This design comes from an exercise in tuning for small area, a short achievable clock period and few clock cycles per item on the open sky130 flow, not from production work. The RTL was checked by simulation tests, not by an equivalence proof against the original design.

Design aes_8_bit, start of the top module:
module aes_8_bit (rst, clk, key_in, d_in, d_out, d_vld);
    input rst, clk;
    input [7:0] key_in;
    input [7:0] d_in;
    output reg [7:0] d_out;
    output reg d_vld;
    reg [6:0] cnt;
    always @(posedge clk) begin
        if (rst) cnt <= 7'd0;
        else if (cnt != 7'd127) cnt <= cnt + 7'd1;
    end
    localparam CW = 32;
    localparam [CW-1:0] CW0 = 32'b10000010000000000000000000000001;
    wire [CW-1:0] nx;
  ...
For scale: roughly 390 flip-flops, ~0.022 mm² of cells after synthesis.
Settings: LEC_CHECK=0, CAP_MARGIN=20, CORE_MARGIN=2, CORE_UTILIZATION=65, SETUP_SLACK_MARGIN=4.4, SLEW_MARGIN=20, TNS_END_PERCENT=100; clock period 7.0 ns.
run.sh (not shown) runs the stock make flow with config.mk's settings and CLKGATE_MAP_FILE= SYNTH_SCRIPT=/design/flow/synth_recipe.tcl, a recipe that flattens the netlist after the stock synthesis.
Testbench counts at the start, summed over its fixed seeds: cycles 47,104, blocks 512.
Rerun with:
- CORE_UTILIZATION: 65 -> 55
- SETUP_SLACK_MARGIN: 4.4 -> 4.3
- TNS_END_PERCENT: 100 -> unset
Cell area goes down by a few percent.
Via count goes down by a little under a tenth.
Global-route usage is lower by 5.9 points.
Area after synthesis is unchanged.
Cell count rises slightly.

## run 1
Another version of the RTL of aes_8_bit (not shown whole).
Size in the first run: about 2000 cells after synthesis, about 21000 sq um of cells after synthesis.
export LEC_CHECK = 0
export CAP_MARGIN = 20
export CORE_MARGIN = 2
export CORE_UTILIZATION = 55
export PLACE_DENSITY_LB_ADDON = 0.1
export SETUP_SLACK_MARGIN = 4.3
export SLEW_MARGIN = 20
create_clock -name core_clock -period 7.0 [get_ports {clk}]
Testbench counts of run 1, summed over its fixed seeds: cycles 47,104, blocks 512.
Input changes introduced in run 2 (baseline for comparison: run 1):
--- a/flow/config.mk
+++ b/flow/config.mk
@@ -9,5 +9,4 @@
 export CORE_MARGIN = 2
 export CORE_UTILIZATION = 55
-export PLACE_DENSITY_LB_ADDON = 0.1
 export SETUP_SLACK_MARGIN = 4.3
 export SLEW_MARGIN = 20
==> comparison <==
From run 1 to run 2 the numbers moved as follows: data required time at the worst endpoint now larger; worst hold slack comparable; via count of the first global-routing pass now smaller; number of DRC violations after detailed-routing iteration 0 now smaller. As far as sequential cell count goes, run 2 and run 1 are indistinguishable; the numbers are identical. Higher routed wire length goes to run 2 over run 1. Weighted congestion reported at the end of routability-driven placement went down by a few percent going from run 1 to run 2. Between run 1 and run 2, the cell count went down. The final clock period utilization by the worst path was comparable across run 2 and run 1. Re critical path buffer and inverter count: run 2 and run 1 aren't equal, and the lower value belongs to run 2.
Inputs modified between run 2 and run 3:
--- a/flow/config.mk
+++ b/flow/config.mk
@@ -6,4 +6,5 @@
 export NUM_CORES = 4
 export LEC_CHECK = 0
+export ABC_AREA = 1
 export CAP_MARGIN = 20
 export CORE_MARGIN = 2
Notes after the runs:
Compared with run 2, run 3 shows inserted tap cell count higher by 4.1%.
No stage failed in run 3, and the final checks on the layout all came back clean.
Delta(number of iterations in the first detailed-routing pass, run 3 - run 2) > 0
From run 3 to run 2, count of pins over their slew limit did not move at all.
| global-route usage | run 3 vs run 2 | 5.4 points higher |
What run 4 does differently from run 3 at the input level:
--- a/flow/config.mk
+++ b/flow/config.mk
@@ -6,5 +6,5 @@
 export NUM_CORES = 4
 export LEC_CHECK = 0
-export ABC_AREA = 1
+export ABC_CLOCK_PERIOD_IN_PS = 2800
 export CAP_MARGIN = 20
 export CORE_MARGIN = 2
### Flow results
Run 4: all stages complete, timing, DRC and antenna checks passed
Hold slack on run 4 is up relative to run 3.
From run 3 to run 4 the numbers moved as follows: routing usage on met1 dropped 7.9 points.
The following lists how run 5 was set up differently from run 4:
--- a/flow/config.mk
+++ b/flow/config.mk
@@ -6,8 +6,7 @@
 export NUM_CORES = 4
 export LEC_CHECK = 0
-export ABC_CLOCK_PERIOD_IN_PS = 2800
 export CAP_MARGIN = 20
 export CORE_MARGIN = 2
-export CORE_UTILIZATION = 55
+export CORE_UTILIZATION = 50
 export SETUP_SLACK_MARGIN = 4.3
 export SLEW_MARGIN = 20
## What came out
The total wire length in run 5 was lower than what run 4 gave.
Area of the die deteriorates in run 5 relative to run 4.
Fraction of cell area in non-clock buffers across run 5 and run 4: no real change.
Input changes introduced in run 6 (baseline for comparison: run 5):
--- a/flow/config.mk
+++ b/flow/config.mk
@@ -8,5 +8,5 @@
 export CAP_MARGIN = 20
 export CORE_MARGIN = 2
-export CORE_UTILIZATION = 50
-export SETUP_SLACK_MARGIN = 4.3
+export CORE_UTILIZATION = 55
+export SETUP_SLACK_MARGIN = 4.6
 export SLEW_MARGIN = 20
### Flow results
- Run 6 finished end to end and its layout was clean on timing, DRC and antenna.
- Comparing run 6 against run 5, there is no change at all in number of hold-slack violations in the final timing report.
- Summary of the comparison: global-route usage is higher in run 6, relative to run 5.
- Run 6 vs. run 5: minimum clock period shrank by 4.9 ps, buffers inserted during post-CTS setup optimization grew by 107.

main:
Starting RTL as in the previous note.
Settings: LEC_CHECK=0, CAP_MARGIN=20, CELL_PAD_IN_SITES_DETAIL_PLACEMENT=0, CELL_PAD_IN_SITES_GLOBAL_PLACEMENT=0, CORE_MARGIN=2, CORE_UTILIZATION=55, SETUP_SLACK_MARGIN=4.3, SLEW_MARGIN=20; clock period 7.0 ns.
Testbench counts of main, summed over its fixed seeds: cycles 47,104, blocks 512.
#### Input delta (the feature branch over main)
# main
export LEC_CHECK = 0
export CAP_MARGIN = 20
export CELL_PAD_IN_SITES_DETAIL_PLACEMENT = 0
export CELL_PAD_IN_SITES_GLOBAL_PLACEMENT = 0
export CORE_MARGIN = 2
export CORE_UTILIZATION = 55
export SETUP_SLACK_MARGIN = 4.3
export SLEW_MARGIN = 20
create_clock -name core_clock -period 7.0 [get_ports {clk}]
# the feature branch
export LEC_CHECK = 0
export CAP_MARGIN = 20
export CORE_MARGIN = 2
export CORE_UTILIZATION = 45
export SETUP_SLACK_MARGIN = 4.2
export SLEW_MARGIN = 20
create_clock -name core_clock -period 7.0 [get_ports {clk}]
--- outcome ---
- Number of vias per cell, the feature branch vs main: down by a few percent
- Run comparison: the feature branch worst setup path endpoint P1[24]; main worst setup path endpoint K3[2]
- The feature branch vs. main: clock sink total about even; minimum clock period after layout rose 0.070 ns.

Starting RTL as in the previous note.
make LEC_CHECK=0 CAP_MARGIN=20 CORE_MARGIN=2 CORE_UTILIZATION=55 SETUP_SLACK_MARGIN=4.4 SLEW_MARGIN=20 finish   # period 7.0 ns
Testbench counts at the start, summed over its fixed seeds: cycles 47,104, blocks 512.
==> next run, changes <==
- CORE_UTILIZATION: 55 -> 60
- SETUP_SLACK_MARGIN: 4.4 -> 4.3
Outcome:
- flip-flop and latch count is unchanged
- die area goes down by 8.2%
- utilization grows by 3.4 points
- global-route usage rose by 2.0 points
- setup slack gets worse by 78 ps
==> next run, changes <==
- CAP_MARGIN: 20 -> 5
- CORE_UTILIZATION: 60 -> 55
- SLEW_MARGIN: 20 -> 5
The new run finished with timing, DRC and antenna clean. Final area grows by about 0.7%. Fmax came out lower by about 3%. Core utilization came out lower by 5.6 points. Synthesized cell count is unchanged. Die area rises by about 9%. Routed wire length rose by 1.1%.
==> next run, changes <==
- CAP_MARGIN: 5 -> 20
- GPL_ROUTABILITY_DRIVEN: unset -> 0
- GPL_TIMING_DRIVEN: unset -> 1
- SLEW_MARGIN: 5 -> 20
Critical path depth does not change.
Die area is unchanged.
Worst hold slack hardly moves.
Design area goes up by 0.42%.
Clock skew is lower by 12 ps.
Wire length goes down by 1.6%.
Cell count increases by 0.37%.
Maximum frequency went up by 4.4%.
Synthesized cell count does not change.
First-iteration DRC count is higher by 6.0%.

==> what the ideal ports hide <==
No port has a modelled driver above. Below, the same layouts with a new extraction and two added sets of constraints.
Step 1: set_driving_cell puts a clkbuf_16 on clk and a buf_2 on each other input, an assumption about the parent block.
Step 2 adds t to the input delays and takes it off the output delays; t is the mean of the earliest and latest rising clock arrival at the registers after step 1. Input paths then give back, and output paths get back, about the clock's delay inside the block.
Three values: no drivers, after step 1, after step 2; two values: the first two.
| run | shift t [ns] | setup WS [ns] | pins driven straight from the clock port |
|---|---|---|---|
| the first run of note 1 | 0.596 | 3.916 / 3.916 / 3.916 | 1 |
| the second run of note 1 | 0.623 | 4.066 / 4.066 / 3.821 | 1 |
| run 1 | 0.625 | 4.271 / 4.271 / 3.746 | 1 |
| run 2 | 0.631 | 4.263 / 4.263 / 3.694 | 1 |
| run 3 | 0.629 | 4.345 / 4.345 / 3.791 | 1 |
| run 4 | 0.631 | 4.263 / 4.263 / 3.694 | 1 |
| run 5 | 0.621 | 4.273 / 4.273 / 3.688 | 1 |
| run 6 | 0.626 | 4.278 / 4.278 / 3.765 | 1 |
| main | 0.631 | 4.263 / 4.263 / 3.694 | 1 |
| the feature branch | 0.611 | 4.193 / 4.215 / 3.604 | 1 |
| the first run of note 4 | 0.615 | 4.314 / 4.314 / 3.816 | 1 |
| the second run of note 4 | 0.603 | 4.236 / 4.236 / 3.702 | 1 |
| the third run of note 4 | 0.627 | 4.151 / 4.151 / 3.722 | 1 |
| the fourth run of note 4 | 0.614 | 4.272 / 4.287 / 3.690 | 1 |
After both steps every run listed still meets setup and hold. The setup slack of the feature branch, which loses most, moves by +0.022 ns with the drivers and by -0.589 ns with both steps.
